From an optimization exercise on the open Yosys and OpenROAD flow, aimed at small area and a short achievable clock period; shortcuts taken in it are not production practice.
At most, simulation tests tie the RTL to the original design; equivalence was not proved.
Power is estimated from default activity; no workload was simulated.

Design sobel_mod, start of the top module:
module sobel_mod (
    input clk,
    input rst,
    input [7:0] cam_red_i,
    input [7:0] cam_green_i,
    input [7:0] cam_blue_i,
    input cam_done_i,
    output [7:0] sobel_red_o,
    output [7:0] sobel_green_o,
    output [7:0] sobel_blue_o,
    output sobel_done_o
);
localparam THRESHOLD = 60;
reg  [6:0]  ga;       
reg  [7:0]  gb;       
reg  [4:0]  gc;       
reg         iv;       
reg  [13:0] cnt;      
reg         armed;    
reg         r1I;      
always @(posedge clk) begin
    ga <= {2'b00, cam_red_i[7:2]} + {4'b0000, cam_red_i[7:5]};
    gb <= {1'b0, cam_green_i[7:1]} + {4'b0000, cam_green_i[7:4]};
    gc <= {1'b0, cam_blue_i[7:4]} + {2'b00, cam_blue_i[7:5]};
    iv <= ~rst & cam_done_i;
    cnt <= iv ? cnt + 14'd1 : 14'd0;
    r1I <= iv & (((cnt[13:7] == 7'd1) & (cnt[6:0] != 7'd127)) |
                 ((cnt[13:7] == 7'd0) & (cnt[6:0] == 7'd127)));
    armed <= ~rst & (armed | (iv & (cnt == 14'd129)));
end
reg  [7:0]  g0;       
reg         r0G;      
reg         r1G;      
reg         c0G;      
reg         goG;      
always @(posedge clk) begin
    g0  <= {1'b0, ga} + gb + {3'b000, gc};
    r0G <= (cnt[13:7] == 7'd0);
    r1G <= r1I;
    c0G <= (cnt[6:0] == 7'd0);
end
always @(posedge clk) begin
    if (rst) goG <= 1'b0;
    else     goG <= iv & (armed | (cnt == 14'd129));
end
reg [2047:0] line;
always @(posedge clk)
    line <= {line[2039:0], g0};
wire [7:0] mid = line[127*8 +: 8];   
wire [7:0] top = line[255*8 +: 8];   
wire [7:0] topn = line[254*8 +: 8];
wire [7:0] midn = line[126*8 +: 8];
reg  [9:0] pt;
always @(posedge clk)
    pt <= {2'b00, r1I ? 8'd0 : topn} + {1'b0, midn, 1'b0};
wire [7:0] top_m = r1G ? 8'd0 : top;
wire [7:0] bot_m = r0G ? 8'd0 : g0;
reg  [9:0] vB;    
reg  [8:0] dyB;   
reg        c0B;   
reg        go1;
always @(posedge clk) begin
    vB  <= pt + {2'b00, bot_m};
    dyB <= {1'b0, top_m} - {1'b0, bot_m};
    c0B <= c0G;
end
reg  [9:0]  vD;    
reg  [9:0]  vL;    
reg  [8:0]  dyD;   
reg  [10:0] P;     
reg  [10:0] gxr;   
reg  [10:0] gyr;   
reg         go2;
wire [9:0] vR  = c0B ? 10'd0 : vB;
wire [8:0] dyR = c0B ? 9'd0  : dyB;
always @(posedge clk) begin
    vD  <= vB;
    vL  <= c0B ? 10'd0 : vD;
    dyD <= c0G ? 9'd0 : dyB;    
  ...
For scale: roughly 3,100 cells after synthesis, about 2,200 flip-flops, ~52 I/O pins, ~0.049 sq mm of cells after synthesis.
==> flow/config.mk <==
export PLATFORM = sky130hd
export DESIGN_NAME = sobel_mod
export DESIGN_NICKNAME = sobel_mod
export VERILOG_FILES = /design/flow/design.v
export SDC_FILE = /design/flow/constraint.sdc
export NUM_CORES = 4
export LEC_CHECK = 0
export ABC_AREA = 1
export CAP_MARGIN = 20
export CORE_MARGIN = 2
export CORE_UTILIZATION = 60
export SETUP_SLACK_MARGIN = 2.88
export SLEW_MARGIN = 20
==> flow/constraint.sdc <==
create_clock -name core_clock -period 5.0 [get_ports {clk}]
set_input_delay 1.0000 -clock core_clock [delete_from_list [all_inputs] [get_ports {clk}]]
set_output_delay 1.0000 -clock core_clock [all_outputs]
set_load 0.01 [all_outputs]
standard.sh (not shown) runs the stock make flow with config.mk's settings and CLKGATE_MAP_FILE= SYNTH_SCRIPT=/design/flow/synth_recipe.tcl, a recipe that flattens the netlist after the stock synthesis.
==> flow/flow/run.sh <==
#!/bin/bash
# The standard layout (the standard.sh), with clock tree synthesis told
# to use clkbuf_16 for the tree, clkbuf_8 for the leaf buffers (up to 20
# sinks each) and to add no dummy loads.
set -euo pipefail
export CTS_ARGS="-sink_clustering_enable -repair_clock_nets -sink_clustering_size 20 -sink_clustering_max_diameter 50 -dont_use_dummy_load -root_buf sky130_fd_sc_hd__clkbuf_16 -tree_buf sky130_fd_sc_hd__clkbuf_16 -sink_clustering_buffer sky130_fd_sc_hd__clkbuf_8 -buf_list {sky130_fd_sc_hd__clkbuf_16 sky130_fd_sc_hd__clkbuf_8}"
bash standard.sh > standard_flow.log 2>&1
Next try:
==> flow/flow/run.sh (replaced) <==
#!/bin/bash
# The standard layout (the standard.sh), with clock tree synthesis told
# to cluster up to 34 sinks per leaf buffer and to add no dummy loads.
set -euo pipefail
export CTS_ARGS="-sink_clustering_enable -repair_clock_nets -sink_clustering_size 34 -sink_clustering_max_diameter 60 -dont_use_dummy_load"
bash standard.sh > standard_flow.log 2>&1
Result: Cell area went up by 0.75%; fmax went up by about 2%; clock-buffer cell count went down by 42; utilization went up by 0.48 points; global-route usage went down by 0.24 points; setup slack improved by 43 ps.
Next try:
--- a/flow/config.mk
+++ b/flow/config.mk
@@ -7,3 +7,3 @@
 export LEC_CHECK = 0
-export ABC_AREA = 1
+export ABC_CLOCK_PERIOD_IN_PS = 1800
 export CAP_MARGIN = 20
@@ -11,3 +11,3 @@
 export CORE_UTILIZATION = 60
-export SETUP_SLACK_MARGIN = 2.88
+export SETUP_SLACK_MARGIN = 2.95
 export SLEW_MARGIN = 20
Die area came out lower by 0.35%.
Global-route usage goes down by 0.20 points.
Power shrinks by 2.5%.
Core utilization rose by 1.1 points.
Clock skew came out higher by 18 ps.
Sequential share of layout area went down by 1.0 points.
Wire length came out lower by 0.81%.
Setup slack degrades by 25 ps.

== run 1 ==
sobel_mod, a different RTL version from the one above (not shown whole).
Size in the first run: about 2800 cells after synthesis, ~52 I/O pins, roughly 48000 sq um of cells after synthesis.
make LEC_CHECK=0 CAP_MARGIN=20 CORE_MARGIN=2 CORE_UTILIZATION=60 SETUP_SLACK_MARGIN=2.7 SLEW_MARGIN=20 finish   # period 5.0 ns
run.sh (not shown) runs the stock make flow with config.mk's settings and CLKGATE_MAP_FILE= SYNTH_SCRIPT=/design/flow/synth_recipe.tcl, a recipe that flattens the netlist after the stock synthesis.
Stock flow here: none of the scripts above is used.
Run 1 completed; timing, DRC and antenna clean
Inputs modified between run 1 and run 2:
- CTS_CLUSTER_DIAMETER now 60, previously not set
- CTS_CLUSTER_SIZE now 30, previously not set
### Flow results
Going from run 1 to run 2, wire length after detailed routing shrinks by 5.8%. The core of run 2 is less densely filled than that of run 1. Run 2 closes out successfully: all stages finished, all timing, DRC and antenna checks passed. Min combinational power across run 2 and run 1: run 1.
What run 3 does differently from run 2 at the input level:
- removing CTS_CLUSTER_DIAMETER (formerly 60)
- setting CTS_BUF_LIST to sky130_fd_sc_hd__clkbuf_8 sky130_fd_sc_hd__clkbuf_4 for the first time
- removing CTS_CLUSTER_SIZE (formerly 30)
[summary]
Run 3 ended up with met2 as its most heavily used metal layer in global routing; run 2 ended up with met1.
On run 3: area taken by multi-input logic gates is 79 sq um lower than what run 2 gave.
Against run 2, run 3 comes in 232 lower on count of filler cells inserted in the layout.
Going from run 2 to run 3, the minimum period implied by the final worst setup slack was found to have gone down by 0.0084 ns.
Between run 2 and run 3, the cell count went up.
No functional check of the RTL was part of any run of this note.

Another version of the RTL of sobel_mod (not shown whole).
Size: about 3100 cells after synthesis, about 50000 um2 of cells after synthesis.
export LEC_CHECK = 0
export ABC_AREA = 1
export CAP_MARGIN = 20
export CORE_MARGIN = 2
export CORE_UTILIZATION = 60
export SETUP_SLACK_MARGIN = 3.0
export SLEW_MARGIN = 20
create_clock -name core_clock -period 5.0 [get_ports {clk}]
standard.sh (not shown) runs the stock make flow with config.mk's settings and CLKGATE_MAP_FILE= SYNTH_SCRIPT=/design/flow/synth_recipe.tcl, a recipe that flattens the netlist after the stock synthesis.
==> flow/flow/run.sh <==
#!/bin/bash
# The standard layout (the standard.sh), with clock tree synthesis told
# to use clkbuf_16 for the tree, clkbuf_8 for the leaf buffers (up to 20
# sinks each) and to add no dummy loads.
set -euo pipefail
export CTS_ARGS="-sink_clustering_enable -repair_clock_nets -sink_clustering_size 20 -sink_clustering_max_diameter 50 -dont_use_dummy_load -root_buf sky130_fd_sc_hd__clkbuf_16 -tree_buf sky130_fd_sc_hd__clkbuf_16 -sink_clustering_buffer sky130_fd_sc_hd__clkbuf_8 -buf_list {sky130_fd_sc_hd__clkbuf_16 sky130_fd_sc_hd__clkbuf_8}"
bash standard.sh > standard_flow.log 2>&1
Rerun with:
==> flow/run.sh (new file) <==
#!/bin/bash
# synth_recipe.tcl (not shown) runs the flow's synth.tcl, then flattens the netlist and writes it again
# the make line also repeats each setting of config.mk as NAME=value (left out here)
make -C /OpenROAD-flow-scripts/flow DESIGN_CONFIG=/design/flow/config.mk WORK_HOME=/design/flow/orfs CLKGATE_MAP_FILE= SYNTH_SCRIPT=/design/flow/synth_recipe.tcl finish
- ABC_AREA: 1 -> unset
- CTS_CLUSTER_DIAMETER: unset -> 60
- CTS_CLUSTER_SIZE: unset -> 30
removed: flow/flow/run.sh
removed: flow/standard.sh
=> Core utilization rose by 2.3 points. Sequential power is about the same. Worst setup slack is better by 20 ps. Clock power grows by 27%. Via count shrinks by 6.1%. Hold slack is better by 56 ps. Area after synthesis drops by 0.74%. Final area went up by 2.1%. Wire length fell by 2.8%.
Rerun with:
- SETUP_SLACK_MARGIN: 3.0 -> 2.7
=> The new run went through all stages and came out clean; die area stays the same; worst hold slack barely changes; worst setup slack degrades by 84 ps; non-clock buffer count drops by 38; fmax decreases by 3.8%; wire length went down by 1.4%; clock power came out higher by 4.6%; final cell count goes down by 0.58%; final area came out lower by 1.2%; total power increases by 1.4%; via count came out lower by 0.77%.
Rerun with:
==> flow/flow/run.sh (new file) <==
#!/bin/bash
# The standard layout (the standard.sh), with clock tree synthesis told
# to cluster up to 34 sinks per leaf buffer and to add no dummy loads.
set -euo pipefail
export CTS_ARGS="-sink_clustering_enable -repair_clock_nets -sink_clustering_size 34 -sink_clustering_max_diameter 60 -dont_use_dummy_load"
bash standard.sh > standard_flow.log 2>&1
==> flow/standard.sh (new file) <==
#!/bin/bash
# synth_recipe.tcl (not shown) runs the flow's synth.tcl, then flattens the netlist and writes it again
# the make line also repeats each setting of config.mk as NAME=value (left out here)
make -C /OpenROAD-flow-scripts/flow DESIGN_CONFIG=/design/flow/config.mk WORK_HOME=/design/flow/orfs CLKGATE_MAP_FILE= SYNTH_SCRIPT=/design/flow/synth_recipe.tcl "${@:-finish}"
- SETUP_SLACK_MARGIN: 2.7 -> 3.0
removed: flow/run.sh
Flip-flop and latch count stays the same. Clock power drops by 19%. Cell count came out lower by 0.90%. First-iteration DRC count increases by about 2.8%. Critical path depth went up by 9. Cell area falls by 0.62%.

port drivers added, routing unchanged:
No port has a modelled driver above. Below, the same layouts with a new extraction and two added sets of constraints.
Step 1, drivers: a clkbuf_16 drives clk and a buf_2 each remaining input, both assumed.
Step 2 moves the port delays by t, midway between the first and last clock arrival at a register: inputs arrive t later, outputs are due t later. That takes back most of the time a late clock gives input paths.
Three values: ideal ports, drivers, drivers and shift; two values: the first two.
| run | shift t [ns] | setup slack, ns | pins driven straight from the clock port |
|---|---|---|---|
| the first run of note 1 | 0.718 | 2.828 / 2.764 / 2.295 | 1 |
| the second run of note 1 | 0.693 | 2.871 / 2.806 / 2.303 | 1 |
| the third run of note 1 | 0.680 | 2.846 / 2.831 / 2.391 | 1 |
| run 1 | 0.792 | 2.619 / 2.619 / 2.100 | 1 |
| run 2 | 0.712 | 2.568 / 2.568 / 2.114 | 1 |
| run 3 | 0.891 | 2.576 / 2.576 / 2.104 | 1 |
| the first run of note 3 | 0.710 | 2.831 / 2.773 / 2.426 | 1 |
| the second run of note 3 | 0.719 | 2.851 / 2.792 / 2.391 | 1 |
| the third run of note 3 | 0.722 | 2.766 / 2.708 / 2.181 | 1 |
| the fourth run of note 3 | 0.680 | 2.866 / 2.855 / 2.387 | 1 |
After both steps setup and hold are still met in every run listed. The setup slack of the third run of note 3, which loses most, moves by -0.058 ns with the drivers and by -0.585 ns with both steps.
